Background: an optimization exercise with open tools, aiming at small area and a short achievable clock period. Do not read the settings as production practice. Only simulation tests tie the RTL to the original design; equivalence was not proved. Power figures rest on the tool's default switching activity, not on a simulated workload.

==> design.v <==
`timescale 1ns / 1ps
module g_inv    (input a, output y);                  assign y = ~a;                             endmodule
module g_buf    (input a, output y);                  assign y = a;                              endmodule
module g_nand2  (input a, b, output y);               assign y = ~(a & b);                       endmodule
module g_nor2   (input a, b, output y);               assign y = ~(a | b);                       endmodule
module g_and2   (input a, b, output y);               assign y = a & b;                          endmodule
module g_or2    (input a, b, output y);               assign y = a | b;                          endmodule
module g_nand2b (input an, b, output y);              assign y = ~(~an & b);                     endmodule
module g_a21oi  (input a1, a2, b1, output y);         assign y = ~((a1 & a2) | b1);              endmodule
module g_o21ai  (input a1, a2, b1, output y);         assign y = ~((a1 | a2) & b1);              endmodule
module g_a21o   (input a1, a2, b1, output y);         assign y = (a1 & a2) | b1;                 endmodule
module g_o21a   (input a1, a2, b1, output y);         assign y = (a1 | a2) & b1;                 endmodule
module g_o22ai  (input a1, a2, b1, b2, output y);     assign y = ~((a1 | a2) & (b1 | b2));       endmodule
module g_xor2   (input a, b, output y);               assign y = a ^ b;                          endmodule
module g_xnor2  (input a, b, output y);               assign y = ~(a ^ b);                       endmodule
module g_mux2i  (input a0, a1, s, output y);          assign y = ~(s ? a1 : a0);                 endmodule
module g_nand3  (input a, b, c, output y);            assign y = ~(a & b & c);                   endmodule
module g_a31oi  (input a1, a2, a3, b1, output y);     assign y = ~((a1 & a2 & a3) | b1);         endmodule
module g_a32oi  (input a1, a2, a3, b1, b2, output y); assign y = ~((a1 & a2 & a3) | (b1 & b2));   endmodule
`timescale 1ns / 1ps
module Nbit_ALU(r1, r2, r3, ALUop);
parameter n = 32;
input  [n-1:0] r2, r3;
input  [2:0]   ALUop;
output [n-1:0] r1;
wire x01;
g_xor2 u_x01 (.a(ALUop[0]), .b(ALUop[1]), .y(x01));
wire op1n;
g_inv u_op1n (.a(ALUop[1]), .y(op1n));
wire t0n_d;
g_mux2i u_t0n_d (.a0(ALUop[0]), .a1(ALUop[1]), .s(ALUop[2]), .y(t0n_d));
wire t0n_0;
g_buf u_t0n_0 (.a(t0n_d), .y(t0n_0));
wire t0n_1;
g_buf u_t0n_1 (.a(t0n_d), .y(t0n_1));
wire t1n_d;
g_mux2i u_t1n_d (.a0(x01), .a1(op1n), .s(ALUop[2]), .y(t1n_d));
wire t1n_0;
g_buf u_t1n_0 (.a(t1n_d), .y(t1n_0));
wire t1n_1;
g_buf u_t1n_1 (.a(t1n_d), .y(t1n_1));
wire esn_d;
g_o21a u_esn_d (.a1(ALUop[1]), .a2(ALUop[0]), .b1(ALUop[2]), .y(esn_d));
wire esn_0;
g_buf u_esn_0 (.a(esn_d), .y(esn_0));
wire esn_1;
g_buf u_esn_1 (.a(esn_d), .y(esn_1));
wire ecn_d;
g_nand2b u_ecn_d (.an(ALUop[1]), .b(ALUop[2]), .y(ecn_d));
wire ecn_0;
g_buf u_ecn_0 (.a(ecn_d), .y(ecn_0));
wire ecn_1;
g_buf u_ecn_1 (.a(ecn_d), .y(ecn_1));
wire enn_d;
g_nand2b u_enn_d (.an(ALUop[2]), .b(ALUop[1]), .y(enn_d));
wire enn_0;
g_buf u_enn_0 (.a(enn_d), .y(enn_0));
wire enn_1;
g_buf u_enn_1 (.a(enn_d), .y(enn_1));
wire en_d;
g_inv u_en_d (.a(enn_0), .y(en_d));
wire en_0;
g_buf u_en_0 (.a(en_d), .y(en_0));
wire en_1;
g_buf u_en_1 (.a(en_d), .y(en_1));
wire op01n;
g_nand2 u_op01n (.a(ALUop[0]), .b(ALUop[1]), .y(op01n));
wire sub;
g_nor2 u_sub (.a(ALUop[2]), .b(op01n), .y(sub));
wire op12n;
g_nand2 u_op12n (.a(ALUop[1]), .b(ALUop[2]), .y(op12n));
wire slt;
g_nor2 u_slt (.a(ALUop[0]), .b(op12n), .y(slt));
wire bb0;
g_mux2i u_bb0 (.a0(t0n_0), .a1(t1n_0), .s(r3[0]), .y(bb0));
wire gn0;
g_nand2 u_gn0 (.a(r2[0]), .b(bb0), .y(gn0));
wire tn0;
g_nor2 u_tn0 (.a(r2[0]), .b(bb0), .y(tn0));
wire pn0;
g_nand2b u_pn0 (.an(tn0), .b(gn0), .y(pn0));
wire y0;
g_o22ai u_y0 (.a1(gn0), .a2(ecn_0), .b1(pn0), .b2(esn_0), .y(y0));
wire bb1;
g_mux2i u_bb1 (.a0(t0n_0), .a1(t1n_0), .s(r3[1]), .y(bb1));
wire gn1;
g_nand2 u_gn1 (.a(r2[1]), .b(bb1), .y(gn1));
wire tn1;
g_nor2 u_tn1 (.a(r2[1]), .b(bb1), .y(tn1));
wire pn1;
g_nand2b u_pn1 (.an(tn1), .b(gn1), .y(pn1));
wire y1;
g_o22ai u_y1 (.a1(gn1), .a2(ecn_0), .b1(pn1), .b2(esn_0), .y(y1));
wire bb2;
g_mux2i u_bb2 (.a0(t0n_0), .a1(t1n_0), .s(r3[2]), .y(bb2));
wire gn2;
g_nand2 u_gn2 (.a(r2[2]), .b(bb2), .y(gn2));
wire tn2;
g_nor2 u_tn2 (.a(r2[2]), .b(bb2), .y(tn2));
wire pn2;
g_nand2b u_pn2 (.an(tn2), .b(gn2), .y(pn2));
wire y2;
g_o22ai u_y2 (.a1(gn2), .a2(ecn_0), .b1(pn2), .b2(esn_0), .y(y2));
wire bb3;
g_mux2i u_bb3 (.a0(t0n_0), .a1(t1n_0), .s(r3[3]), .y(bb3));
wire gn3;
g_nand2 u_gn3 (.a(r2[3]), .b(bb3), .y(gn3));
wire tn3;
g_nor2 u_tn3 (.a(r2[3]), .b(bb3), .y(tn3));
wire pn3;
g_nand2b u_pn3 (.an(tn3), .b(gn3), .y(pn3));
wire y3;
g_o22ai u_y3 (.a1(gn3), .a2(ecn_0), .b1(pn3), .b2(esn_0), .y(y3));
wire bb4;
g_mux2i u_bb4 (.a0(t0n_0), .a1(t1n_0), .s(r3[4]), .y(bb4));
wire gn4;
g_nand2 u_gn4 (.a(r2[4]), .b(bb4), .y(gn4));
wire tn4;
g_nor2 u_tn4 (.a(r2[4]), .b(bb4), .y(tn4));
wire pn4;
g_nand2b u_pn4 (.an(tn4), .b(gn4), .y(pn4));
wire y4;
g_o22ai u_y4 (.a1(gn4), .a2(ecn_0), .b1(pn4), .b2(esn_0), .y(y4));
wire bb5;
g_mux2i u_bb5 (.a0(t0n_0), .a1(t1n_0), .s(r3[5]), .y(bb5));
wire gn5;
g_nand2 u_gn5 (.a(r2[5]), .b(bb5), .y(gn5));
wire tn5;
g_nor2 u_tn5 (.a(r2[5]), .b(bb5), .y(tn5));
wire pn5;
g_nand2b u_pn5 (.an(tn5), .b(gn5), .y(pn5));
wire y5;
g_o22ai u_y5 (.a1(gn5), .a2(ecn_0), .b1(pn5), .b2(esn_0), .y(y5));
wire bb6;
g_mux2i u_bb6 (.a0(t0n_0), .a1(t1n_0), .s(r3[6]), .y(bb6));
wire gn6;
g_nand2 u_gn6 (.a(r2[6]), .b(bb6), .y(gn6));
wire tn6;
g_nor2 u_tn6 (.a(r2[6]), .b(bb6), .y(tn6));
wire pn6;
g_nand2b u_pn6 (.an(tn6), .b(gn6), .y(pn6));
wire y6;
g_o22ai u_y6 (.a1(gn6), .a2(ecn_0), .b1(pn6), .b2(esn_0), .y(y6));
wire bb7;
g_mux2i u_bb7 (.a0(t0n_0), .a1(t1n_0), .s(r3[7]), .y(bb7));
wire gn7;
g_nand2 u_gn7 (.a(r2[7]), .b(bb7), .y(gn7));
wire tn7;
g_nor2 u_tn7 (.a(r2[7]), .b(bb7), .y(tn7));
wire pn7;
g_nand2b u_pn7 (.an(tn7), .b(gn7), .y(pn7));
wire y7;
g_o22ai u_y7 (.a1(gn7), .a2(ecn_0), .b1(pn7), .b2(esn_0), .y(y7));
wire bb8;
g_mux2i u_bb8 (.a0(t0n_0), .a1(t1n_0), .s(r3[8]), .y(bb8));
wire gn8;
g_nand2 u_gn8 (.a(r2[8]), .b(bb8), .y(gn8));
wire tn8;
g_nor2 u_tn8 (.a(r2[8]), .b(bb8), .y(tn8));
wire pn8;
g_nand2b u_pn8 (.an(tn8), .b(gn8), .y(pn8));
wire y8;
g_o22ai u_y8 (.a1(gn8), .a2(ecn_0), .b1(pn8), .b2(esn_0), .y(y8));
wire bb9;
g_mux2i u_bb9 (.a0(t0n_0), .a1(t1n_0), .s(r3[9]), .y(bb9));
wire gn9;
g_nand2 u_gn9 (.a(r2[9]), .b(bb9), .y(gn9));
wire tn9;
g_nor2 u_tn9 (.a(r2[9]), .b(bb9), .y(tn9));
wire pn9;
g_nand2b u_pn9 (.an(tn9), .b(gn9), .y(pn9));
wire y9;
g_o22ai u_y9 (.a1(gn9), .a2(ecn_0), .b1(pn9), .b2(esn_0), .y(y9));
wire bb10;
g_mux2i u_bb10 (.a0(t0n_0), .a1(t1n_0), .s(r3[10]), .y(bb10));
wire gn10;
g_nand2 u_gn10 (.a(r2[10]), .b(bb10), .y(gn10));
wire tn10;
g_nor2 u_tn10 (.a(r2[10]), .b(bb10), .y(tn10));
wire pn10;
g_nand2b u_pn10 (.an(tn10), .b(gn10), .y(pn10));
wire y10;
g_o22ai u_y10 (.a1(gn10), .a2(ecn_0), .b1(pn10), .b2(esn_0), .y(y10));
wire bb11;
g_mux2i u_bb11 (.a0(t0n_0), .a1(t1n_0), .s(r3[11]), .y(bb11));
wire gn11;
g_nand2 u_gn11 (.a(r2[11]), .b(bb11), .y(gn11));
wire tn11;
g_nor2 u_tn11 (.a(r2[11]), .b(bb11), .y(tn11));
wire pn11;
g_nand2b u_pn11 (.an(tn11), .b(gn11), .y(pn11));
wire y11;
g_o22ai u_y11 (.a1(gn11), .a2(ecn_0), .b1(pn11), .b2(esn_0), .y(y11));
wire bb12;
g_mux2i u_bb12 (.a0(t0n_0), .a1(t1n_0), .s(r3[12]), .y(bb12));
wire gn12;
g_nand2 u_gn12 (.a(r2[12]), .b(bb12), .y(gn12));
wire tn12;
g_nor2 u_tn12 (.a(r2[12]), .b(bb12), .y(tn12));
wire pn12;
g_nand2b u_pn12 (.an(tn12), .b(gn12), .y(pn12));
wire y12;
g_o22ai u_y12 (.a1(gn12), .a2(ecn_0), .b1(pn12), .b2(esn_0), .y(y12));
wire bb13;
g_mux2i u_bb13 (.a0(t0n_0), .a1(t1n_0), .s(r3[13]), .y(bb13));
wire gn13;
g_nand2 u_gn13 (.a(r2[13]), .b(bb13), .y(gn13));
wire tn13;
g_nor2 u_tn13 (.a(r2[13]), .b(bb13), .y(tn13));
wire pn13;
g_nand2b u_pn13 (.an(tn13), .b(gn13), .y(pn13));
wire y13;
g_o22ai u_y13 (.a1(gn13), .a2(ecn_0), .b1(pn13), .b2(esn_0), .y(y13));
wire bb14;
g_mux2i u_bb14 (.a0(t0n_0), .a1(t1n_0), .s(r3[14]), .y(bb14));
wire gn14;
g_nand2 u_gn14 (.a(r2[14]), .b(bb14), .y(gn14));
wire tn14;
g_nor2 u_tn14 (.a(r2[14]), .b(bb14), .y(tn14));
wire pn14;
g_nand2b u_pn14 (.an(tn14), .b(gn14), .y(pn14));
wire y14;
g_o22ai u_y14 (.a1(gn14), .a2(ecn_0), .b1(pn14), .b2(esn_0), .y(y14));
wire bb15;
g_mux2i u_bb15 (.a0(t0n_0), .a1(t1n_0), .s(r3[15]), .y(bb15));
wire gn15;
g_nand2 u_gn15 (.a(r2[15]), .b(bb15), .y(gn15));
wire tn15;
g_nor2 u_tn15 (.a(r2[15]), .b(bb15), .y(tn15));
wire pn15;
g_nand2b u_pn15 (.an(tn15), .b(gn15), .y(pn15));
wire y15;
g_o22ai u_y15 (.a1(gn15), .a2(ecn_0), .b1(pn15), .b2(esn_0), .y(y15));
wire bb16;
g_mux2i u_bb16 (.a0(t0n_1), .a1(t1n_1), .s(r3[16]), .y(bb16));
wire gn16;
g_nand2 u_gn16 (.a(r2[16]), .b(bb16), .y(gn16));
wire tn16;
g_nor2 u_tn16 (.a(r2[16]), .b(bb16), .y(tn16));
wire pn16;
g_nand2b u_pn16 (.an(tn16), .b(gn16), .y(pn16));
wire y16;
g_o22ai u_y16 (.a1(gn16), .a2(ecn_1), .b1(pn16), .b2(esn_1), .y(y16));
wire bb17;
g_mux2i u_bb17 (.a0(t0n_1), .a1(t1n_1), .s(r3[17]), .y(bb17));
wire gn17;
g_nand2 u_gn17 (.a(r2[17]), .b(bb17), .y(gn17));
wire tn17;
g_nor2 u_tn17 (.a(r2[17]), .b(bb17), .y(tn17));
wire pn17;
g_nand2b u_pn17 (.an(tn17), .b(gn17), .y(pn17));
wire y17;
g_o22ai u_y17 (.a1(gn17), .a2(ecn_1), .b1(pn17), .b2(esn_1), .y(y17));
wire bb18;
g_mux2i u_bb18 (.a0(t0n_1), .a1(t1n_1), .s(r3[18]), .y(bb18));
wire gn18;
g_nand2 u_gn18 (.a(r2[18]), .b(bb18), .y(gn18));
wire tn18;
g_nor2 u_tn18 (.a(r2[18]), .b(bb18), .y(tn18));
wire pn18;
g_nand2b u_pn18 (.an(tn18), .b(gn18), .y(pn18));
wire y18;
g_o22ai u_y18 (.a1(gn18), .a2(ecn_1), .b1(pn18), .b2(esn_1), .y(y18));
wire bb19;
g_mux2i u_bb19 (.a0(t0n_1), .a1(t1n_1), .s(r3[19]), .y(bb19));
wire gn19;
g_nand2 u_gn19 (.a(r2[19]), .b(bb19), .y(gn19));
wire tn19;
g_nor2 u_tn19 (.a(r2[19]), .b(bb19), .y(tn19));
wire pn19;
g_nand2b u_pn19 (.an(tn19), .b(gn19), .y(pn19));
wire y19;
g_o22ai u_y19 (.a1(gn19), .a2(ecn_1), .b1(pn19), .b2(esn_1), .y(y19));
wire bb20;
g_mux2i u_bb20 (.a0(t0n_1), .a1(t1n_1), .s(r3[20]), .y(bb20));
wire gn20;
g_nand2 u_gn20 (.a(r2[20]), .b(bb20), .y(gn20));
wire tn20;
g_nor2 u_tn20 (.a(r2[20]), .b(bb20), .y(tn20));
wire pn20;
g_nand2b u_pn20 (.an(tn20), .b(gn20), .y(pn20));
wire y20;
g_o22ai u_y20 (.a1(gn20), .a2(ecn_1), .b1(pn20), .b2(esn_1), .y(y20));
wire bb21;
g_mux2i u_bb21 (.a0(t0n_1), .a1(t1n_1), .s(r3[21]), .y(bb21));
wire gn21;
g_nand2 u_gn21 (.a(r2[21]), .b(bb21), .y(gn21));
wire tn21;
g_nor2 u_tn21 (.a(r2[21]), .b(bb21), .y(tn21));
wire pn21;
g_nand2b u_pn21 (.an(tn21), .b(gn21), .y(pn21));
wire y21;
g_o22ai u_y21 (.a1(gn21), .a2(ecn_1), .b1(pn21), .b2(esn_1), .y(y21));
wire bb22;
g_mux2i u_bb22 (.a0(t0n_1), .a1(t1n_1), .s(r3[22]), .y(bb22));
wire gn22;
g_nand2 u_gn22 (.a(r2[22]), .b(bb22), .y(gn22));
wire tn22;
g_nor2 u_tn22 (.a(r2[22]), .b(bb22), .y(tn22));
wire pn22;
g_nand2b u_pn22 (.an(tn22), .b(gn22), .y(pn22));
wire y22;
g_o22ai u_y22 (.a1(gn22), .a2(ecn_1), .b1(pn22), .b2(esn_1), .y(y22));
wire bb23;
g_mux2i u_bb23 (.a0(t0n_1), .a1(t1n_1), .s(r3[23]), .y(bb23));
wire gn23;
g_nand2 u_gn23 (.a(r2[23]), .b(bb23), .y(gn23));
wire tn23;
g_nor2 u_tn23 (.a(r2[23]), .b(bb23), .y(tn23));
wire pn23;
g_nand2b u_pn23 (.an(tn23), .b(gn23), .y(pn23));
wire y23;
g_o22ai u_y23 (.a1(gn23), .a2(ecn_1), .b1(pn23), .b2(esn_1), .y(y23));
wire bb24;
g_mux2i u_bb24 (.a0(t0n_1), .a1(t1n_1), .s(r3[24]), .y(bb24));
wire gn24;
g_nand2 u_gn24 (.a(r2[24]), .b(bb24), .y(gn24));
wire tn24;
g_nor2 u_tn24 (.a(r2[24]), .b(bb24), .y(tn24));
wire pn24;
g_nand2b u_pn24 (.an(tn24), .b(gn24), .y(pn24));
wire y24;
g_o22ai u_y24 (.a1(gn24), .a2(ecn_1), .b1(pn24), .b2(esn_1), .y(y24));
wire bb25;
g_mux2i u_bb25 (.a0(t0n_1), .a1(t1n_1), .s(r3[25]), .y(bb25));
wire gn25;
g_nand2 u_gn25 (.a(r2[25]), .b(bb25), .y(gn25));
wire tn25;
g_nor2 u_tn25 (.a(r2[25]), .b(bb25), .y(tn25));
wire pn25;
g_nand2b u_pn25 (.an(tn25), .b(gn25), .y(pn25));
wire y25;
g_o22ai u_y25 (.a1(gn25), .a2(ecn_1), .b1(pn25), .b2(esn_1), .y(y25));
wire bb26;
g_mux2i u_bb26 (.a0(t0n_1), .a1(t1n_1), .s(r3[26]), .y(bb26));
wire gn26;
g_nand2 u_gn26 (.a(r2[26]), .b(bb26), .y(gn26));
wire tn26;
g_nor2 u_tn26 (.a(r2[26]), .b(bb26), .y(tn26));
wire pn26;
g_nand2b u_pn26 (.an(tn26), .b(gn26), .y(pn26));
wire y26;
g_o22ai u_y26 (.a1(gn26), .a2(ecn_1), .b1(pn26), .b2(esn_1), .y(y26));
wire bb27;
g_mux2i u_bb27 (.a0(t0n_1), .a1(t1n_1), .s(r3[27]), .y(bb27));
wire gn27;
g_nand2 u_gn27 (.a(r2[27]), .b(bb27), .y(gn27));
wire tn27;
g_nor2 u_tn27 (.a(r2[27]), .b(bb27), .y(tn27));
wire pn27;
g_nand2b u_pn27 (.an(tn27), .b(gn27), .y(pn27));
wire y27;
g_o22ai u_y27 (.a1(gn27), .a2(ecn_1), .b1(pn27), .b2(esn_1), .y(y27));
wire bb28;
g_mux2i u_bb28 (.a0(t0n_1), .a1(t1n_1), .s(r3[28]), .y(bb28));
wire gn28;
g_nand2 u_gn28 (.a(r2[28]), .b(bb28), .y(gn28));
wire tn28;
g_nor2 u_tn28 (.a(r2[28]), .b(bb28), .y(tn28));
wire pn28;
g_nand2b u_pn28 (.an(tn28), .b(gn28), .y(pn28));
wire y28;
g_o22ai u_y28 (.a1(gn28), .a2(ecn_1), .b1(pn28), .b2(esn_1), .y(y28));
wire bb29;
g_mux2i u_bb29 (.a0(t0n_1), .a1(t1n_1), .s(r3[29]), .y(bb29));
wire gn29;
g_nand2 u_gn29 (.a(r2[29]), .b(bb29), .y(gn29));
wire tn29;
g_nor2 u_tn29 (.a(r2[29]), .b(bb29), .y(tn29));
wire pn29;
g_nand2b u_pn29 (.an(tn29), .b(gn29), .y(pn29));
wire y29;
g_o22ai u_y29 (.a1(gn29), .a2(ecn_1), .b1(pn29), .b2(esn_1), .y(y29));
wire bb30;
g_mux2i u_bb30 (.a0(t0n_1), .a1(t1n_1), .s(r3[30]), .y(bb30));
wire gn30;
g_nand2 u_gn30 (.a(r2[30]), .b(bb30), .y(gn30));
wire tn30;
g_nor2 u_tn30 (.a(r2[30]), .b(bb30), .y(tn30));
wire pn30;
g_nand2b u_pn30 (.an(tn30), .b(gn30), .y(pn30));
wire y30;
g_o22ai u_y30 (.a1(gn30), .a2(ecn_1), .b1(pn30), .b2(esn_1), .y(y30));
wire bb31;
g_mux2i u_bb31 (.a0(t0n_1), .a1(t1n_1), .s(r3[31]), .y(bb31));
wire gn31;
g_nand2 u_gn31 (.a(r2[31]), .b(bb31), .y(gn31));
wire tn31;
g_nor2 u_tn31 (.a(r2[31]), .b(bb31), .y(tn31));
wire pn31;
g_nand2b u_pn31 (.an(tn31), .b(gn31), .y(pn31));
wire y31;
g_o22ai u_y31 (.a1(gn31), .a2(ecn_1), .b1(pn31), .b2(esn_1), .y(y31));
wire G0n;
g_o21a u_G0n (.a1(tn0), .a2(t0n_0), .b1(gn0), .y(G0n));
wire G1_1;
g_o21ai u_G1_1 (.a1(tn1), .a2(G0n), .b1(gn1), .y(G1_1));
wire G1_3;
g_o21ai u_G1_3 (.a1(tn3), .a2(gn2), .b1(gn3), .y(G1_3));
wire T1_3;
g_nor2 u_T1_3 (.a(tn3), .b(tn2), .y(T1_3));
wire G1_5;
g_o21ai u_G1_5 (.a1(tn5), .a2(gn4), .b1(gn5), .y(G1_5));
wire T1_5;
g_nor2 u_T1_5 (.a(tn5), .b(tn4), .y(T1_5));
wire G1_7;
g_o21ai u_G1_7 (.a1(tn7), .a2(gn6), .b1(gn7), .y(G1_7));
wire T1_7;
g_nor2 u_T1_7 (.a(tn7), .b(tn6), .y(T1_7));
wire G1_9;
g_o21ai u_G1_9 (.a1(tn9), .a2(gn8), .b1(gn9), .y(G1_9));
wire T1_9;
g_nor2 u_T1_9 (.a(tn9), .b(tn8), .y(T1_9));
wire G1_11;
g_o21ai u_G1_11 (.a1(tn11), .a2(gn10), .b1(gn11), .y(G1_11));
wire T1_11;
g_nor2 u_T1_11 (.a(tn11), .b(tn10), .y(T1_11));
wire G1_13;
g_o21ai u_G1_13 (.a1(tn13), .a2(gn12), .b1(gn13), .y(G1_13));
wire T1_13;
g_nor2 u_T1_13 (.a(tn13), .b(tn12), .y(T1_13));
wire G1_15;
g_o21ai u_G1_15 (.a1(tn15), .a2(gn14), .b1(gn15), .y(G1_15));
wire T1_15;
g_nor2 u_T1_15 (.a(tn15), .b(tn14), .y(T1_15));
wire G1_17;
g_o21ai u_G1_17 (.a1(tn17), .a2(gn16), .b1(gn17), .y(G1_17));
wire T1_17;
g_nor2 u_T1_17 (.a(tn17), .b(tn16), .y(T1_17));
wire G1_19;
g_o21ai u_G1_19 (.a1(tn19), .a2(gn18), .b1(gn19), .y(G1_19));
wire T1_19;
g_nor2 u_T1_19 (.a(tn19), .b(tn18), .y(T1_19));
wire G1_21;
g_o21ai u_G1_21 (.a1(tn21), .a2(gn20), .b1(gn21), .y(G1_21));
wire T1_21;
g_nor2 u_T1_21 (.a(tn21), .b(tn20), .y(T1_21));
wire G1_23;
g_o21ai u_G1_23 (.a1(tn23), .a2(gn22), .b1(gn23), .y(G1_23));
wire T1_23;
g_nor2 u_T1_23 (.a(tn23), .b(tn22), .y(T1_23));
wire G1_25;
g_o21ai u_G1_25 (.a1(tn25), .a2(gn24), .b1(gn25), .y(G1_25));
wire T1_25;
g_nor2 u_T1_25 (.a(tn25), .b(tn24), .y(T1_25));
wire G1_27;
g_o21ai u_G1_27 (.a1(tn27), .a2(gn26), .b1(gn27), .y(G1_27));
wire T1_27;
g_nor2 u_T1_27 (.a(tn27), .b(tn26), .y(T1_27));
wire G1_29;
g_o21ai u_G1_29 (.a1(tn29), .a2(gn28), .b1(gn29), .y(G1_29));
wire T1_29;
g_nor2 u_T1_29 (.a(tn29), .b(tn28), .y(T1_29));
wire G2_3;
g_a21oi u_G2_3 (.a1(T1_3), .a2(G1_1), .b1(G1_3), .y(G2_3));
wire G2_7;
g_a21oi u_G2_7 (.a1(T1_7), .a2(G1_5), .b1(G1_7), .y(G2_7));
wire T2_7;
g_nand2 u_T2_7 (.a(T1_7), .b(T1_5), .y(T2_7));
wire G2_11;
g_a21oi u_G2_11 (.a1(T1_11), .a2(G1_9), .b1(G1_11), .y(G2_11));
wire T2_11;
g_nand2 u_T2_11 (.a(T1_11), .b(T1_9), .y(T2_11));
wire G2_15;
g_a21oi u_G2_15 (.a1(T1_15), .a2(G1_13), .b1(G1_15), .y(G2_15));
wire T2_15;
g_nand2 u_T2_15 (.a(T1_15), .b(T1_13), .y(T2_15));
wire G2_19;
g_a21oi u_G2_19 (.a1(T1_19), .a2(G1_17), .b1(G1_19), .y(G2_19));
wire T2_19;
g_nand2 u_T2_19 (.a(T1_19), .b(T1_17), .y(T2_19));
wire G2_23;
g_a21oi u_G2_23 (.a1(T1_23), .a2(G1_21), .b1(G1_23), .y(G2_23));
wire T2_23;
g_nand2 u_T2_23 (.a(T1_23), .b(T1_21), .y(T2_23));
wire G2_27;
g_a21oi u_G2_27 (.a1(T1_27), .a2(G1_25), .b1(G1_27), .y(G2_27));
wire T2_27;
g_nand2 u_T2_27 (.a(T1_27), .b(T1_25), .y(T2_27));
wire n_G1_5;
g_inv u_n_G1_5 (.a(G1_5), .y(n_G1_5));
wire n_T1_5;
g_inv u_n_T1_5 (.a(T1_5), .y(n_T1_5));
wire G3_5;
g_o21ai u_G3_5 (.a1(n_T1_5), .a2(G2_3), .b1(n_G1_5), .y(G3_5));
wire G3_7;
g_o21ai u_G3_7 (.a1(T2_7), .a2(G2_3), .b1(G2_7), .y(G3_7));
wire n_G1_13;
g_inv u_n_G1_13 (.a(G1_13), .y(n_G1_13));
wire n_T1_13;
g_inv u_n_T1_13 (.a(T1_13), .y(n_T1_13));
wire G3_13;
g_o21ai u_G3_13 (.a1(n_T1_13), .a2(G2_11), .b1(n_G1_13), .y(G3_13));
wire T3_13;
g_nor2 u_T3_13 (.a(n_T1_13), .b(T2_11), .y(T3_13));
wire G3_15;
g_o21ai u_G3_15 (.a1(T2_15), .a2(G2_11), .b1(G2_15), .y(G3_15));
wire T3_15;
g_nor2 u_T3_15 (.a(T2_15), .b(T2_11), .y(T3_15));
wire n_G1_21;
g_inv u_n_G1_21 (.a(G1_21), .y(n_G1_21));
wire n_T1_21;
g_inv u_n_T1_21 (.a(T1_21), .y(n_T1_21));
wire G3_21;
g_o21ai u_G3_21 (.a1(n_T1_21), .a2(G2_19), .b1(n_G1_21), .y(G3_21));
wire T3_21;
g_nor2 u_T3_21 (.a(n_T1_21), .b(T2_19), .y(T3_21));
wire G3_23;
g_o21ai u_G3_23 (.a1(T2_23), .a2(G2_19), .b1(G2_23), .y(G3_23));
wire T3_23;
g_nor2 u_T3_23 (.a(T2_23), .b(T2_19), .y(T3_23));
wire n_G1_29;
g_inv u_n_G1_29 (.a(G1_29), .y(n_G1_29));
wire n_T1_29;
g_inv u_n_T1_29 (.a(T1_29), .y(n_T1_29));
wire G3_29;
g_o21ai u_G3_29 (.a1(n_T1_29), .a2(G2_27), .b1(n_G1_29), .y(G3_29));
wire T3_29;
g_nor2 u_T3_29 (.a(n_T1_29), .b(T2_27), .y(T3_29));
wire G4_9;
g_a21oi u_G4_9 (.a1(T1_9), .a2(G3_7), .b1(G1_9), .y(G4_9));
wire n_G2_11;
g_inv u_n_G2_11 (.a(G2_11), .y(n_G2_11));
wire n_T2_11;
g_inv u_n_T2_11 (.a(T2_11), .y(n_T2_11));
wire G4_11;
g_a21oi u_G4_11 (.a1(n_T2_11), .a2(G3_7), .b1(n_G2_11), .y(G4_11));
wire G4_13;
g_a21oi u_G4_13 (.a1(T3_13), .a2(G3_7), .b1(G3_13), .y(G4_13));
wire G4_15;
g_a21oi u_G4_15 (.a1(T3_15), .a2(G3_7), .b1(G3_15), .y(G4_15));
wire G4_25;
g_a21oi u_G4_25 (.a1(T1_25), .a2(G3_23), .b1(G1_25), .y(G4_25));
wire T4_25;
g_nand2 u_T4_25 (.a(T1_25), .b(T3_23), .y(T4_25));
wire n_G2_27;
g_inv u_n_G2_27 (.a(G2_27), .y(n_G2_27));
wire n_T2_27;
g_inv u_n_T2_27 (.a(T2_27), .y(n_T2_27));
wire G4_27;
g_a21oi u_G4_27 (.a1(n_T2_27), .a2(G3_23), .b1(n_G2_27), .y(G4_27));
wire T4_27;
g_nand2 u_T4_27 (.a(n_T2_27), .b(T3_23), .y(T4_27));
wire G4_29;
g_a21oi u_G4_29 (.a1(T3_29), .a2(G3_23), .b1(G3_29), .y(G4_29));
wire T4_29;
g_nand2 u_T4_29 (.a(T3_29), .b(T3_23), .y(T4_29));
wire n_G1_17;
g_inv u_n_G1_17 (.a(G1_17), .y(n_G1_17));
wire n_T1_17;
g_inv u_n_T1_17 (.a(T1_17), .y(n_T1_17));
wire G5_17;
g_o21ai u_G5_17 (.a1(n_T1_17), .a2(G4_15), .b1(n_G1_17), .y(G5_17));
wire G5_19;
g_o21ai u_G5_19 (.a1(T2_19), .a2(G4_15), .b1(G2_19), .y(G5_19));
wire n_G3_21;
g_inv u_n_G3_21 (.a(G3_21), .y(n_G3_21));
wire n_T3_21;
g_inv u_n_T3_21 (.a(T3_21), .y(n_T3_21));
wire G5_21;
g_o21ai u_G5_21 (.a1(n_T3_21), .a2(G4_15), .b1(n_G3_21), .y(G5_21));
wire n_G3_23;
g_inv u_n_G3_23 (.a(G3_23), .y(n_G3_23));
wire n_T3_23;
g_inv u_n_T3_23 (.a(T3_23), .y(n_T3_23));
wire G5_23;
g_o21ai u_G5_23 (.a1(n_T3_23), .a2(G4_15), .b1(n_G3_23), .y(G5_23));
wire G5_25;
g_o21ai u_G5_25 (.a1(T4_25), .a2(G4_15), .b1(G4_25), .y(G5_25));
wire G5_27;
g_o21ai u_G5_27 (.a1(T4_27), .a2(G4_15), .b1(G4_27), .y(G5_27));
wire G5_29;
g_o21ai u_G5_29 (.a1(T4_29), .a2(G4_15), .b1(G4_29), .y(G5_29));
wire n_gn2;
g_inv u_n_gn2 (.a(gn2), .y(n_gn2));
wire n_tn2;
g_inv u_n_tn2 (.a(tn2), .y(n_tn2));
wire kn3;
g_a32oi u_kn3 (.a1(n_tn2), .a2(G1_1), .a3(en_0), .b1(n_gn2), .b2(en_0), .y(kn3));
wire G6_4;
g_o21ai u_G6_4 (.a1(tn4), .a2(G2_3), .b1(gn4), .y(G6_4));
wire n_gn6;
g_inv u_n_gn6 (.a(gn6), .y(n_gn6));
wire n_tn6;
g_inv u_n_tn6 (.a(tn6), .y(n_tn6));
wire kn7;
g_a32oi u_kn7 (.a1(n_tn6), .a2(G3_5), .a3(en_0), .b1(n_gn6), .b2(en_0), .y(kn7));
wire n_gn8;
g_inv u_n_gn8 (.a(gn8), .y(n_gn8));
wire n_tn8;
g_inv u_n_tn8 (.a(tn8), .y(n_tn8));
wire kn9;
g_a32oi u_kn9 (.a1(n_tn8), .a2(G3_7), .a3(en_0), .b1(n_gn8), .b2(en_0), .y(kn9));
wire G6_10;
g_o21ai u_G6_10 (.a1(tn10), .a2(G4_9), .b1(gn10), .y(G6_10));
wire G6_12;
g_o21ai u_G6_12 (.a1(tn12), .a2(G4_11), .b1(gn12), .y(G6_12));
wire G6_14;
g_o21ai u_G6_14 (.a1(tn14), .a2(G4_13), .b1(gn14), .y(G6_14));
wire G6_16;
g_o21ai u_G6_16 (.a1(tn16), .a2(G4_15), .b1(gn16), .y(G6_16));
wire n_gn18;
g_inv u_n_gn18 (.a(gn18), .y(n_gn18));
wire n_tn18;
g_inv u_n_tn18 (.a(tn18), .y(n_tn18));
wire kn19;
g_a32oi u_kn19 (.a1(n_tn18), .a2(G5_17), .a3(en_1), .b1(n_gn18), .b2(en_1), .y(kn19));
wire n_gn20;
g_inv u_n_gn20 (.a(gn20), .y(n_gn20));
wire n_tn20;
g_inv u_n_tn20 (.a(tn20), .y(n_tn20));
wire kn21;
g_a32oi u_kn21 (.a1(n_tn20), .a2(G5_19), .a3(en_1), .b1(n_gn20), .b2(en_1), .y(kn21));
wire n_gn22;
g_inv u_n_gn22 (.a(gn22), .y(n_gn22));
wire n_tn22;
g_inv u_n_tn22 (.a(tn22), .y(n_tn22));
wire kn23;
g_a32oi u_kn23 (.a1(n_tn22), .a2(G5_21), .a3(en_1), .b1(n_gn22), .b2(en_1), .y(kn23));
wire n_gn24;
g_inv u_n_gn24 (.a(gn24), .y(n_gn24));
wire n_tn24;
g_inv u_n_tn24 (.a(tn24), .y(n_tn24));
wire kn25;
g_a32oi u_kn25 (.a1(n_tn24), .a2(G5_23), .a3(en_1), .b1(n_gn24), .b2(en_1), .y(kn25));
wire n_gn26;
g_inv u_n_gn26 (.a(gn26), .y(n_gn26));
wire n_tn26;
g_inv u_n_tn26 (.a(tn26), .y(n_tn26));
wire kn27;
g_a32oi u_kn27 (.a1(n_tn26), .a2(G5_25), .a3(en_1), .b1(n_gn26), .b2(en_1), .y(kn27));
wire n_gn28;
g_inv u_n_gn28 (.a(gn28), .y(n_gn28));
wire n_tn28;
g_inv u_n_tn28 (.a(tn28), .y(n_tn28));
wire kn29;
g_a32oi u_kn29 (.a1(n_tn28), .a2(G5_27), .a3(en_1), .b1(n_gn28), .b2(en_1), .y(kn29));
wire n_gn30;
g_inv u_n_gn30 (.a(gn30), .y(n_gn30));
wire n_tn30;
g_inv u_n_tn30 (.a(tn30), .y(n_tn30));
wire G6_30;
g_a21oi u_G6_30 (.a1(n_tn30), .a2(G5_29), .b1(n_gn30), .y(G6_30));
wire k1;
g_nor2 u_k1 (.a(G0n), .b(enn_0), .y(k1));
g_xor2 u_r1 (.a(y1), .b(k1), .y(r1[1]));
wire kn2;
g_nand2 u_kn2 (.a(G1_1), .b(en_0), .y(kn2));
g_xnor2 u_r2 (.a(y2), .b(kn2), .y(r1[2]));
g_xnor2 u_r3 (.a(y3), .b(kn3), .y(r1[3]));
wire k4;
g_nor2 u_k4 (.a(G2_3), .b(enn_0), .y(k4));
g_xor2 u_r4 (.a(y4), .b(k4), .y(r1[4]));
wire kn5;
g_nand2 u_kn5 (.a(G6_4), .b(en_0), .y(kn5));
g_xnor2 u_r5 (.a(y5), .b(kn5), .y(r1[5]));
wire kn6;
g_nand2 u_kn6 (.a(G3_5), .b(en_0), .y(kn6));
g_xnor2 u_r6 (.a(y6), .b(kn6), .y(r1[6]));
g_xnor2 u_r7 (.a(y7), .b(kn7), .y(r1[7]));
wire kn8;
g_nand2 u_kn8 (.a(G3_7), .b(en_0), .y(kn8));
g_xnor2 u_r8 (.a(y8), .b(kn8), .y(r1[8]));
g_xnor2 u_r9 (.a(y9), .b(kn9), .y(r1[9]));
wire k10;
g_nor2 u_k10 (.a(G4_9), .b(enn_0), .y(k10));
g_xor2 u_r10 (.a(y10), .b(k10), .y(r1[10]));
wire kn11;
g_nand2 u_kn11 (.a(G6_10), .b(en_0), .y(kn11));
g_xnor2 u_r11 (.a(y11), .b(kn11), .y(r1[11]));
wire k12;
g_nor2 u_k12 (.a(G4_11), .b(enn_0), .y(k12));
g_xor2 u_r12 (.a(y12), .b(k12), .y(r1[12]));
wire kn13;
g_nand2 u_kn13 (.a(G6_12), .b(en_0), .y(kn13));
g_xnor2 u_r13 (.a(y13), .b(kn13), .y(r1[13]));
wire k14;
g_nor2 u_k14 (.a(G4_13), .b(enn_0), .y(k14));
g_xor2 u_r14 (.a(y14), .b(k14), .y(r1[14]));
wire kn15;
g_nand2 u_kn15 (.a(G6_14), .b(en_0), .y(kn15));
g_xnor2 u_r15 (.a(y15), .b(kn15), .y(r1[15]));
wire k16;
g_nor2 u_k16 (.a(G4_15), .b(enn_1), .y(k16));
g_xor2 u_r16 (.a(y16), .b(k16), .y(r1[16]));
wire kn17;
g_nand2 u_kn17 (.a(G6_16), .b(en_1), .y(kn17));
g_xnor2 u_r17 (.a(y17), .b(kn17), .y(r1[17]));
wire kn18;
g_nand2 u_kn18 (.a(G5_17), .b(en_1), .y(kn18));
g_xnor2 u_r18 (.a(y18), .b(kn18), .y(r1[18]));
g_xnor2 u_r19 (.a(y19), .b(kn19), .y(r1[19]));
wire kn20;
g_nand2 u_kn20 (.a(G5_19), .b(en_1), .y(kn20));
g_xnor2 u_r20 (.a(y20), .b(kn20), .y(r1[20]));
g_xnor2 u_r21 (.a(y21), .b(kn21), .y(r1[21]));
wire kn22;
g_nand2 u_kn22 (.a(G5_21), .b(en_1), .y(kn22));
g_xnor2 u_r22 (.a(y22), .b(kn22), .y(r1[22]));
g_xnor2 u_r23 (.a(y23), .b(kn23), .y(r1[23]));
wire kn24;
g_nand2 u_kn24 (.a(G5_23), .b(en_1), .y(kn24));
g_xnor2 u_r24 (.a(y24), .b(kn24), .y(r1[24]));
g_xnor2 u_r25 (.a(y25), .b(kn25), .y(r1[25]));
wire kn26;
g_nand2 u_kn26 (.a(G5_25), .b(en_1), .y(kn26));
g_xnor2 u_r26 (.a(y26), .b(kn26), .y(r1[26]));
g_xnor2 u_r27 (.a(y27), .b(kn27), .y(r1[27]));
wire kn28;
g_nand2 u_kn28 (.a(G5_27), .b(en_1), .y(kn28));
g_xnor2 u_r28 (.a(y28), .b(kn28), .y(r1[28]));
g_xnor2 u_r29 (.a(y29), .b(kn29), .y(r1[29]));
wire kn30;
g_nand2 u_kn30 (.a(G5_29), .b(en_1), .y(kn30));
g_xnor2 u_r30 (.a(y30), .b(kn30), .y(r1[30]));
wire k31;
g_nor2 u_k31 (.a(G6_30), .b(enn_1), .y(k31));
g_xor2 u_r31 (.a(y31), .b(k31), .y(r1[31]));
wire x31n;
g_xnor2 u_x31n (.a(pn31), .b(G6_30), .y(x31n));
wire z0n;
g_xnor2 u_z0n (.a(y0), .b(sub), .y(z0n));
g_mux2i u_r0 (.a0(z0n), .a1(x31n), .s(slt), .y(r1[0]));
endmodule
`timescale 1ns / 1ps
module dff(q, d, clk);
input		d, clk;       
output reg	q;            
always @(posedge clk)
q<=d;
endmodule
`timescale 1ns / 1ps
module Nbit_Register(outo, ino, clk);
parameter n = 32;
input [n-1:0] ino;
output [n-1:0] outo;
input clk;
genvar i;
generate
for (i = 0; i < n; i = i + 1) begin: registerblk
dff Dflipflop(.q(outo[i]) , .d(ino[i]), .clk(clk) );
end
endgenerate
endmodule
`timescale 1ns / 1ps
module Nbit_ALU_Register (r2, r3, ALUop, r0, clk);
parameter n = 32;
input[n-1:0] r2, r3;
input[2:0] ALUop;
input clk;
output [n-1:0] r0;
wire[n-1:0] r1;
Nbit_ALU #(n) alu1 (.r1(r1), .r2(r2), .r3(r3), .ALUop(ALUop) );
Nbit_Register #(n) reg1 (.outo(r0), .ino(r1), .clk(clk) );
endmodule
==> flow/run.sh <==
#!/bin/bash
# Standard ORFS layout with two changes: the ports are buffered with buf_1 (instead of the
# delay buffer buffer_ports picks by default), and timing repair aims for a setup slack of
# 9.7 ns, so that it sizes the critical paths for a shorter period than the clock's.
set -euo pipefail
export BUFFER_PORTS_ARGS="-buffer_cell sky130_fd_sc_hd__buf_1"
export SETUP_SLACK_MARGIN=9.7
bash standard.sh > standard.log 2>&1
==> standard.sh <==
#!/bin/bash
# synth_recipe.tcl (not shown) runs the flow's synth.tcl, then flattens the netlist and writes it again
# the make line also repeats each setting of config.mk as NAME=value (left out here)
make -C /OpenROAD-flow-scripts/flow DESIGN_CONFIG=/design/flow/config.mk WORK_HOME=/design/flow/orfs CLKGATE_MAP_FILE= SYNTH_SCRIPT=/design/flow/synth_recipe.tcl "${@:-finish}"
==> config.mk <==
export PLATFORM = sky130hd
export DESIGN_NAME = Nbit_ALU_Register
export DESIGN_NICKNAME = Nbit_ALU_Register
export VERILOG_FILES = /design/flow/design.v
export SDC_FILE = /design/flow/constraint.sdc
export NUM_CORES = 4
export LEC_CHECK = 0
export CAP_MARGIN = 20
export CORE_MARGIN = 2
export CORE_UTILIZATION = 60
export CTS_BUF_LIST = sky130_fd_sc_hd__clkbuf_4
export GPL_TIMING_DRIVEN = 0
export SLEW_MARGIN = 20
export SYNTH_HIERARCHICAL = 1
export SYNTH_MINIMUM_KEEP_SIZE = 0
==> constraint.sdc <==
create_clock -name core_clock -period 15.5 [get_ports {clk}]
set_input_delay 3.1000 -clock core_clock [delete_from_list [all_inputs] [get_ports {clk}]]
set_output_delay 3.1000 -clock core_clock [all_outputs]
set_load 0.01 [all_outputs]
==> flow_metrics.tcl, run 1 <==
set metrics [dict create \
    switching_share_pct 40.41 \
    max_freq_mhz 179.0 \
    internal-power_w 0.0001776 \
    synth_top_family_by_area "simple AND/OR/NAND/NOR gates" \
    cts.repair.resized 1 \
    hold_violations 0 \
    fp.dieH_um 72.07 \
    cts_tree "yes" \
    clock-root-buffer "clkbuf_4" \
    maxCapViolCount 0 \
    p_switching_w 0.0001205 \
    synth.net_count 465 \
    synth_xor_area_share_pct 10.71 \
    status "no timing/DRC/antenna violations" \
    seq_power_share_pct 35.4 \
    grt_overflow_total 0 \
    finalCritPeriodShare_pct 36.04 \
    first_pass_iters 5 \
    grtUsageTotal_pct 26.80 \
    cp_max_fo 16 \
    ant_nets 0 \
    drt_wl_total_um 6781 \
    synthSimpleGateAreaFrac_pct 23.58 \
    wl_per_cell_um 12.20 \
    drv_slew 0 \
    crit_required_ns 15.75 \
    crit_type "in2reg" \
    syn_to_final_growth_pct 18.41 \
    critical_path_arrival_ns 5.84 \
    io-pin-count 100 \
    hpwl_um 4929 \
    cts_max_path_buffers 2 \
    drive_gt1_share_pct 6.944 \
    rsz0062_at_grt "false" \
    grt_pass1_wl_um 11280 \
    postSynthAreaPerCell_sq_um 7.003 \
    syn_area_sq_um 2780 \
    power_frac_comb_pct 47.3 \
    fin_cells 556 \
    start_util_pct 62.98 \
    final_core_util_pct 74.57 \
    top_regs "reg1.registerblk.Dflipflop.q (32)" \
    power_density_nw_per_um2 90.56 \
    portBuffers 99 \
    path_clk_slew_ns 0.11 \
    place_congestion 0.8147 \
    syn_inst 397 \
    mostFrequentLayoutCells "buf_1, nor2_1, nand2_1" \
    h-tree-depth 2 \
    vdd_ir_drop_max_mv 0.04971 \
    die_w_um 72.07 \
    routed_via_density 5.275 \
    grt_start_max_net_pins 21 \
    final_common_cell "buf_1" \
    regMostFlops "reg1.registerblk.Dflipflop.q" \
    cts_hold_buf 0 \
    synth_fa_ha_area_share_pct 0 \
    ys_ff_latch 32 \
    num_rows 24 \
    vias 2933 \
    yosysTopAreaCell "dfxtp_1" \
    relSlewSlack_pct 68.72 \
    period_minus_slack_ns 5.586 \
    cp-end-kind "flip-flop" \
    ys_warn_count 7 \
    setup-violations-final 0 \
    drc_errors 0 \
    p_leak_nw 1.480 \
    clock_power_share_pct 17.3 \
    cts_setup_buffers 0 \
    dr.first_iter.drc_count 206 \
    antenna_cells 0 \
    tns_ns 0 \
    synth_compound_area_share_pct 21.42 \
    cts_sinks 32 \
    nets 571 \
    cts-buffers-inserted 5 \
    antenna_found_initial 0 \
    synth_top_area_share_pct 23.04 \
    core_area_sq_um 4414 \
    synth_mux_area_share_pct 12.60 \
    synthTopCellsByArea "dfxtp_1, mux2i_1, xnor2_1" \
    dieArea_sq_um 5194 \
    ys_types 14 \
    worstMarginPinSlew_ns 0.4661 \
    hold_class "in2reg" \
    grt_pass1_vias 2629 \
    ys_seq_area_share_pct 23.04 \
    dp_cells 548 \
    critPathLaunchType "input pin" \
    largest_reg_flops 32 \
]
-- critical path: stages --
cell and delay (ns):
buf_1 0.27, xor2_1 0.17, mux2i_1 0.10, buf_4 0.22, mux2i_1 0.20, nor2_1 0.08, o21a_1 0.18, o21ai_1 0.26
a21oi_2 0.16, o21ai_4 0.32, a21oi_4 0.16, o21ai_1 0.22, a32oi_1 0.16, xnor2_1 0.23
-- modules after synthesis (local to each module, per instance), a selection --
| module | cells inside | copies in the design | area [sq um] | flip-flops and latches |
|---|---|---|---|---|
| g_nand2b | 1 | 34 | 6.256 | 0 |
| g_o21ai | 1 | 34 | 5.005 | 0 |
| g_xnor2 | 1 | 26 | 8.758 | 0 |
| g_nand2 | 1 | 58 | 3.754 | 0 |
| g_buf | 1 | 12 | 7.507 | 0 |
| g_o21a | 1 | 2 | 7.507 | 0 |
| g_inv | 1 | 40 | 3.754 | 0 |
| g_mux2i | 1 | 35 | 10.01 | 0 |
| g_xor2 | 1 | 8 | 8.758 | 0 |
| dff | 1 | 32 | 20.02 | 1 |
| g_nor2 | 1 | 60 | 3.754 | 0 |
| g_a21oi | 1 | 15 | 8.758 | 0 |
| g_a32oi | 1 | 9 | 8.758 | 0 |
-- synthesized netlist by cell type --
master    instances
a21oi_2          15
a32oi_1           9
buf_4            12
dfxtp_1          32
inv_1            40
mux2i_1          35
nand2_1          58
nand2b_1         34
nor2_1           60
o21a_1            2
o21ai_1          34
o22ai_1          32
xnor2_1          26
xor2_1            8
-- per-layer routing --
layer | track usage, % | part of all wire [%] | routed length, um
met1 | 35.86 | 46 | 3120
met3 | 4.167 | 6.0 | 406
met2 | 45.46 | 47 | 3184
met4 | 6.080 | 1.0 | 70
met5 | 0 | 0 | 0
-- path summary, 6_finish.rpt --
path / slack, ns / cells after the start / from / endpoint
max: 9.91 / 14 / ALUop[1] / reg1.registerblk[27].Dflipflop.q
min: 3.17 / 4 / r2[21] / reg1.registerblk[21].Dflipflop.q
-- cell type report --
cell class,count,area (sq um)
buffer,12,90.09
multi-input combinational,313,1918
tap,52,65.06
timing repair buffer,99,371.6
sequential,32,640.6
inverter,40,150.1
fill,401,1122
clock inverter,1,3.754
clock buffer,7,52.55
-- stage by stage --
stage          power [W]  hold slack (ns)  area [sq um]  worst slack, ns
2_1_floorplan  0.0002080            3.282          2780            10.07
3_3_place_gp   0.0002417            3.486          3217            9.374
3_5_place_dp   0.0002449            3.484          3217            9.295
4_1_cts        0.0002967            3.160          3277            9.839
5_1_grt        0.0003189            3.185          3292            9.716
6_report       0.0002981            3.170          3292            9.914
-- cell families (layout without fill, tap and decap cells) --
| group | count (synthesis) | after routing |
|---|---|---|
| mux | 35 | 35 |
| simple gates | 152 | 152 |
| xor+xnor | 34 | 34 |
| flops | 32 | 32 |
| compound gates | 92 | 92 |
| buf+inv | 52 | 159 |
-- power by group through the flow --
stage	clock [W]	combinational, W	sequential [W]
floorplan	0	0.0000906	0.000117
global placement	0	0.000134	0.000107
detailed placement	0	0.000138	0.000107
CTS	0.0000520	0.000139	0.000106
global route	0.0000541	0.000158	0.000107
finish	0.0000515	0.000141	0.000106
==> run 2, diff against run 1 <==
==> flow/run.sh (replaced) <==
#!/bin/bash
# Standard ORFS layout with two changes: the ports are buffered with buf_1 (instead of the
# delay buffer buffer_ports picks by default), and timing repair aims for a setup slack of
# 10.1 ns, so that it sizes the critical paths for a shorter period than the clock's.
set -euo pipefail
export BUFFER_PORTS_ARGS="-buffer_cell sky130_fd_sc_hd__buf_1"
export SETUP_SLACK_MARGIN=10.1
bash standard.sh > standard.log 2>&1
==> run 2 against run 1 <==
  * Still clean on timing, DRC and antenna
  * Worst setup slack better by 0.33 ns
  * Fmax up 6.4%
  * Critical path depth up 1
  * Sequential cell count did not move
  * Via count is 1.8% higher
  * Critical endpoint is now reg1.registerblk[31].Dflipflop.q
  * Largest cell class unchanged
==> flow_metrics.tcl, run 2 <==
set metrics [dict create \
    status "no timing/DRC/antenna violations" \
    ys_ff_latch 32 \
    maxCapViolCount 0 \
    cts_tree "yes" \
    place_congestion 0.8315 \
    max_freq_mhz 190.4 \
    ys_warn_count 7 \
    mostFrequentLayoutCells "buf_1, nor2_1, nand2_1" \
    drc_errors 0 \
    setup_ws_ns 10.25 \
    hold_violations 0 \
    holdWs_ns 3.108 \
    syn_area_sq_um 2780 \
    grt_pass1_wl_um 12030 \
    ys_seq_area_share_pct 23.04 \
    postSynthAreaPerCell_sq_um 7.003 \
    syn_inst 397 \
    synth_common_cells "nor2_1, nand2_1, inv_1" \
    hpwl_um 5089 \
    ys_types 14 \
    grt_pass1_vias 2879 \
    finalCritPeriodShare_pct 33.89 \
    vdd_ir_drop_max_mv 0.05699 \
    relSlewSlack_pct 80.40 \
    largest_reg_flops 32 \
    drv_slew 0 \
    critical_path_arrival_ns 5.47 \
    cp_max_fo 8 \
    synthTopCellsByArea "dfxtp_1, mux2i_1, xnor2_1" \
    antenna_found_initial 0 \
    worstMarginPinSlew_ns 0.2940 \
    crit_type "in2reg" \
    h-tree-depth 2 \
    syn_to_final_growth_pct 20.88 \
    hold_start "ALUop[0]" \
    synth.net_count 465 \
    post-synth-top-count-cell "nor2_1" \
    antenna_cells 0 \
    drt_wl_total_um 7202 \
    dp_slack_ns 9.454 \
    fp.dieH_um 72.07 \
    path_clk_slew_ns 0.10 \
    rsz0062_at_grt "false" \
    nets 576 \
    die_w_um 72.07 \
    wl_per_cell_um 12.84 \
    clock-root-buffer "clkbuf_4" \
    p_leak_nw 1.514 \
    num_rows 24 \
    cts_max_path_buffers 2 \
    cts-buffers-inserted 5 \
    top_regs "reg1.registerblk.Dflipflop.q (32)" \
    final_common_cell "buf_1" \
    vias 2987 \
    grt_start_max_net_pins 21 \
    portBuffers 99 \
    synthArstFlopShare_pct 0 \
    cp-end-kind "flip-flop" \
    first_pass_iters 6 \
    start_util_pct 62.98 \
    dr.first_iter.drc_count 172 \
    hold_path_depth 3 \
    critPathLaunchType "input pin" \
    dieArea_sq_um 5194 \
    ant_nets 0 \
    cts_sinks 32 \
    synth_top_area_share_pct 23.04 \
    grt_overflow_total 0 \
    power_density_nw_per_um2 90.78 \
    io-pin-count 100 \
    regMostFlops "reg1.registerblk.Dflipflop.q" \
    crit_required_ns 15.72 \
    grtUsageTotal_pct 28.71 \
    synth_edf_count 0 \
    synth_ff_type "dfxtp_1" \
    tns_ns 0 \
    setup-violations-final 0 \
    cp-startpoint "ALUop[1]" \
    cts_hold_buf 0 \
    routed_via_density 5.324 \
    drive_gt1_share_pct 9.627 \
    hold_class "in2reg" \
    period_minus_slack_ns 5.252 \
    core_area_sq_um 4414 \
    yosysTopAreaCell "dfxtp_1" \
]
==> run 2: final timing paths <==
kind | to | slack, ns
worst max-delay path | reg1.registerblk[31].Dflipflop.q | 10.25
worst min-delay path | reg1.registerblk[0].Dflipflop.q | 3.11
==> run 2: where the power goes <==
group | switching (W) | total [W] | internal (W)
sequential | 0.00000459 | 0.000105 | 0.000101
combinational | 0.0000897 | 0.000149 | 0.0000590
clock | 0.0000300 | 0.0000510 | 0.0000210
total | 0.000124 | 0.000305 | 0.000181
==> run 2: cell families after synthesis <==
family	share of synthesized area (%)
xor+xnor	10.71
buf+inv	8.641
flops	23.04
mux	12.60
compound gates	21.42
simple gates	23.58
==> run 2: through the flow <==
step | total power [W] | instance area (sq um) | utilization (%) | instances
floorplan | 0.0002084 | 2784 | - | 397
global placement | 0.0002422 | 3221 | 72.96 | 548
detailed placement | 0.0002463 | 3221 | 72.96 | 548
CTS | 0.0003011 | 3316 | 75.11 | 559
global route | 0.0003274 | 3361 | 76.13 | 561
finish | 0.0003051 | 3361 | 76.13 | 561
==> run 2: per-module statistics from Yosys (local to each module, per instance), a selection <==
module    flip-flops and latches  cell area (sq um)
g_xor2                         0              8.758
g_buf                          0              7.507
g_nand2b                       0              6.256
g_a32oi                        0              8.758
g_o21a                         0              7.507
g_nor2                         0              3.754
g_nand2                        0              3.754
dff                            1              20.02
g_o21ai                        0              5.005
g_a21oi                        0              8.758
g_mux2i                        0              10.01
g_xnor2                        0              8.758
g_o22ai                        0              6.256
==> run 2: critical path, cell delays in order <==
cell and delay [ns]:
clkbuf_2 0.14, xor2_1 0.19, mux2i_2 0.24, buf_6 0.18
mux2i_1 0.09, nor2_1 0.14, o21a_1 0.19, o21ai_2 0.11
a21oi_2 0.21, o21ai_4 0.11, a21oi_4 0.25, o21ai_2 0.11
a21oi_2 0.18, nor2_1 0.07, xor2_1 0.16
==> run 2: routing by layer <==
metal	vias up	wire length [um]	track usage [%]
li1	1555	-	-
met1	1313	3258	35.57
met2	105	3399	48.62
met3	14	402	5.417
met4	0	141	12.16
met5	-	0	0
==> run 2: layout make-up <==
type	count	area (sq um)
plain buffers	12	97.59
fillers	352	1054
multi-input cells	314	1948
flip-flops and latches	32	640.6
inverters	40	150.1
clock buffers	7	52.55
repair buffers	103	402.9
well taps	52	65.06
clock inverters	1	3.754
==> run 2: repair_timing <==
| item | CTS | global route |
|---|---|---|
| cloned | 1 | 1 |
| endpoints found under the hold margin | 0 | 0 |
| buffers inserted | 2 | 1 |
| setup endpoints to repair | 16 | 22 |
| pin swaps | 3 | 0 |
| gates resized for setup | 2 | 11 |
==> run 3, diff against run 2 <==
==> flow/run.sh (replaced) <==
#!/bin/bash
# Standard ORFS layout with two changes: the ports are buffered with buf_1 (instead of the
# delay buffer buffer_ports picks by default), and timing repair aims for a setup slack of
# 10.2 ns, so that it sizes the critical paths for a shorter period than the clock's.
set -euo pipefail
export BUFFER_PORTS_ARGS="-buffer_cell sky130_fd_sc_hd__buf_1"
export SETUP_SLACK_MARGIN=10.2
bash standard.sh > standard.log 2>&1
--- a/config.mk
+++ b/config.mk
@@ -7,8 +7,7 @@
 export LEC_CHECK = 0
 export CAP_MARGIN = 20
 export CORE_MARGIN = 2
-export CORE_UTILIZATION = 60
-export CTS_BUF_LIST = sky130_fd_sc_hd__clkbuf_4
+export CORE_UTILIZATION = 40
 export GPL_TIMING_DRIVEN = 0
 export SLEW_MARGIN = 20
 export SYNTH_HIERARCHICAL = 1
==> run 3 against run 2 <==
  * Still clean
  * Utilization shrank 20 points
  * Sequential power is essentially flat
  * Critical path depth grew 1
  * Global-route usage shrank 9.2 points
  * Combinational power grew 13%
  * Synthesized area is the same
  * Clock power grew 44%
  * Power grew 14%
  * Synthesized cell count is the same
  * Sequential share of layout area shrank 2.0 points
  * Non-clock buffer count grew 20
==> flow_metrics.tcl, run 3 <==
set metrics [dict create \
    synthArstFlopShare_pct 0 \
    syn_to_final_growth_pct 35.28 \
    period_minus_slack_ns 5.226 \
    synth_ff_type "dfxtp_1" \
    die_w_um 87.37 \
    portBuffers 99 \
    routed_via_density 5.066 \
    hold_violations 0 \
    ys_ff_latch 32 \
    grt_overflow_total 0 \
    grt_pass1_vias 2680 \
    cp_max_fo 8 \
    wl_per_cell_um 12.92 \
    drive_gt1_share_pct 19.92 \
    relSlewSlack_pct 79.20 \
    hpwl_um 5310 \
    final_common_cell "buf_1" \
    h-tree-depth 2 \
    start_util_pct 41.15 \
    mostFrequentLayoutCells "buf_1, nand2_1, nor2_1" \
    grt_pass1_wl_um 11930 \
    ant_nets 0 \
    cts_max_path_buffers 2 \
    syn_area_sq_um 2780 \
    vias 3075 \
    path_clk_slew_ns 0.07 \
    final_core_util_pct 55.67 \
    synth_top_area_share_pct 23.04 \
    power_frac_comb_pct 48.4 \
    vdd_ir_drop_max_mv 0.03960 \
    rsz0062_at_grt "false" \
    tns_ns 0 \
    synth_common_cells "nor2_1, nand2_1, inv_1" \
    finalCritPeriodShare_pct 33.72 \
    top_regs "reg1.registerblk.Dflipflop.q (32)" \
    drc_errors 0 \
    drt_wl_total_um 7844 \
    cts_sinks 32 \
    syn_inst 397 \
    largest_reg_flops 32 \
    ys_seq_area_share_pct 23.04 \
    drv_slew 0 \
    antenna_found_initial 0 \
    ys_types 14 \
    hold_class "in2reg" \
    total_power_w 0.0003469 \
    cts_tree "yes" \
    place_congestion 0.8272 \
    synth.net_count 465 \
    power_density_nw_per_um2 92.22 \
    crit_type "in2reg" \
    postSynthAreaPerCell_sq_um 7.003 \
    clock-root-buffer "clkbuf_8" \
    critPathLaunchType "input pin" \
    nets 595 \
    switching_share_pct 38.82 \
    num_rows 30 \
    io-pin-count 100 \
    dp_cells 576 \
    first_pass_iters 4 \
    core_area_sq_um 6756 \
    seq_power_share_pct 30.5 \
    nFillCells 671 \
    max_freq_mhz 191.4 \
    synthTopCellsByArea "dfxtp_1, mux2i_1, xnor2_1" \
    dr.first_iter.drc_count 77 \
    cts-buffers-inserted 5 \
    cp-end-kind "flip-flop" \
    dieArea_sq_um 7634 \
    post-synth-top-count-cell "nor2_1" \
    synth_edf_count 0 \
    antenna_cells 0 \
    grt_start_max_net_pins 21 \
    fin_cells 607 \
    p_leak_nw 1.636 \
    dp_slack_ns 9.416 \
    regMostFlops "reg1.registerblk.Dflipflop.q" \
    worstMarginPinSlew_ns 0.3112 \
    crit_required_ns 15.67 \
    ys_warn_count 7 \
    yosysTopAreaCell "dfxtp_1" \
    status "no timing/DRC/antenna violations" \
    grtUsageTotal_pct 19.51 \
    p_switching_w 0.0001347 \
    setup-violations-final 0 \
    setup_ws_ns 10.27 \
    fp.dieH_um 87.37 \
    internal-power_w 0.0002122 \
    maxCapViolCount 0 \
    clock_power_share_pct 21.1 \
    critical_path_arrival_ns 5.39 \
]
-- run 3: final cells by class --
type | instances | area, sq um | share of cell area, %
repair buffers | 123 | 581.8 | 15.47
flip-flops and latches | 32 | 640.6 | 17.03
well taps | 80 | 100.1 | 2.661
plain buffers | 12 | 101.3 | 2.695
clock buffers | 7 | 96.34 | 2.562
inverters | 40 | 150.1 | 3.992
multi-input cells | 313 | 2091 | 55.59
-- run 3: routing by layer --
layer | wire [um] | vias up | part of all wire [%] | GRT usage, %
li1 | - | 1598 | - | -
met1 | 3721 | 1385 | 47 | 26.42
met2 | 3624 | 86 | 46 | 31.61
met3 | 421 | 6 | 5.4 | 4.076
met4 | 77 | 0 | 0.98 | 4.755
met5 | 0 | - | 0 | 0
-- run 3: path summary, 6_finish.rpt --
path	to	start	cells after the start
hold / removal	reg1.registerblk[0].Dflipflop.q	ALUop[0]	3
setup / recovery	reg1.registerblk[0].Dflipflop.q	ALUop[0]	16
-- run 3: per-stage QoR --
stage	instance area [sq um]	hold slack, ns
floorplan	2791	3.282
global placement	3263	3.486
detailed placement	3263	3.485
CTS	3452	3.204
global route	3761	3.108
finish	3761	3.114
-- run 3: Yosys stat by module (local to each module, per instance), excerpt --
module    copies in the design  cells inside
dff                         32             1
g_mux2i                     35             1
g_o21ai                     34             1
g_o21a                       2             1
g_a32oi                      9             1
g_buf                       12             1
g_a21oi                     15             1
g_inv                       40             1
g_xor2                       8             1
g_xnor2                     26             1
g_nand2b                    34             1
g_o22ai                     32             1
g_nor2                      60             1
g_nand2                     58             1
-- run 3: cells by family (layout without fill, tap and decap cells) --
group           Yosys count  count (layout)  share of synthesized area (%)
simple gates            152             152                          23.58
compound gates           92              92                          21.42
buf+inv                  52             182                          8.641
mux                      35              35                          12.60
xor+xnor                 34              34                          10.71
flops                    32              32                          23.04
-- run 3: critical path: stages --
cell and delay, ns:
buf_6 0.11, xor2_1 0.16, mux2i_2 0.14, buf_4 0.16, buf_6 0.13, buf_6 0.11, mux2i_2 0.06, nor2_1 0.17
o21ai_2 0.11, a21oi_2 0.21, o21ai_4 0.11, a21oi_4 0.29, o21ai_2 0.12, a21oi_2 0.18, xnor2_1 0.14, mux2i_1 0.09
-- run 3: timing repair --
item / in CTS / in global routing
pin swaps: 3 / 22
cloned: 0 / 1
setup buffers: 10 / 13
hold buffers: 0 / 0
setup endpoints to repair: 21 / 21
gates resized for setup: 5 / 60
-- run 3: power by group through the flow --
stage | sequential [W] | clock, W | combinational, W
detailed placement | 0.000107 | 0 | 0.000141
floorplan | 0.000117 | 0 | 0.0000918
CTS | 0.000106 | 0.0000756 | 0.000149
global placement | 0.000107 | 0 | 0.000138
global route | 0.000107 | 0.0000781 | 0.000185
finish | 0.000106 | 0.0000733 | 0.000168

afterwards: timing with drivers on the ports:
The results above use ideal ports. As a check the final layouts listed here were re-extracted and re-timed, cells and wires unchanged. Step 1, drivers: a clkbuf_16 drives clk and a buf_2 each remaining input, both assumed. Step 2 times the ports against the registers' clock, not the clock port: input delays grow and output delays shrink by t, the midpoint of the rising clock arrivals with the driver on. Three values: ideal, step 1, step 2; two values: the first two.
| run | t (ns) | setup WS [ns] | worst slew at a driven data input, ns |
|---|---|---|---|
| run 1 | 0.360 | 9.914 / 9.916 / 9.556 | 0.04 |
| run 2 | 0.355 | 10.248 / 10.253 / 9.897 | 0.04 |
| run 3 | 0.313 | 10.274 / 10.270 / 9.957 | 0.04 |
After both steps every run listed still meets setup and hold. For run 1, which loses most, drivers alone change the setup slack by +0.002 ns; drivers and shift together by -0.358 ns.
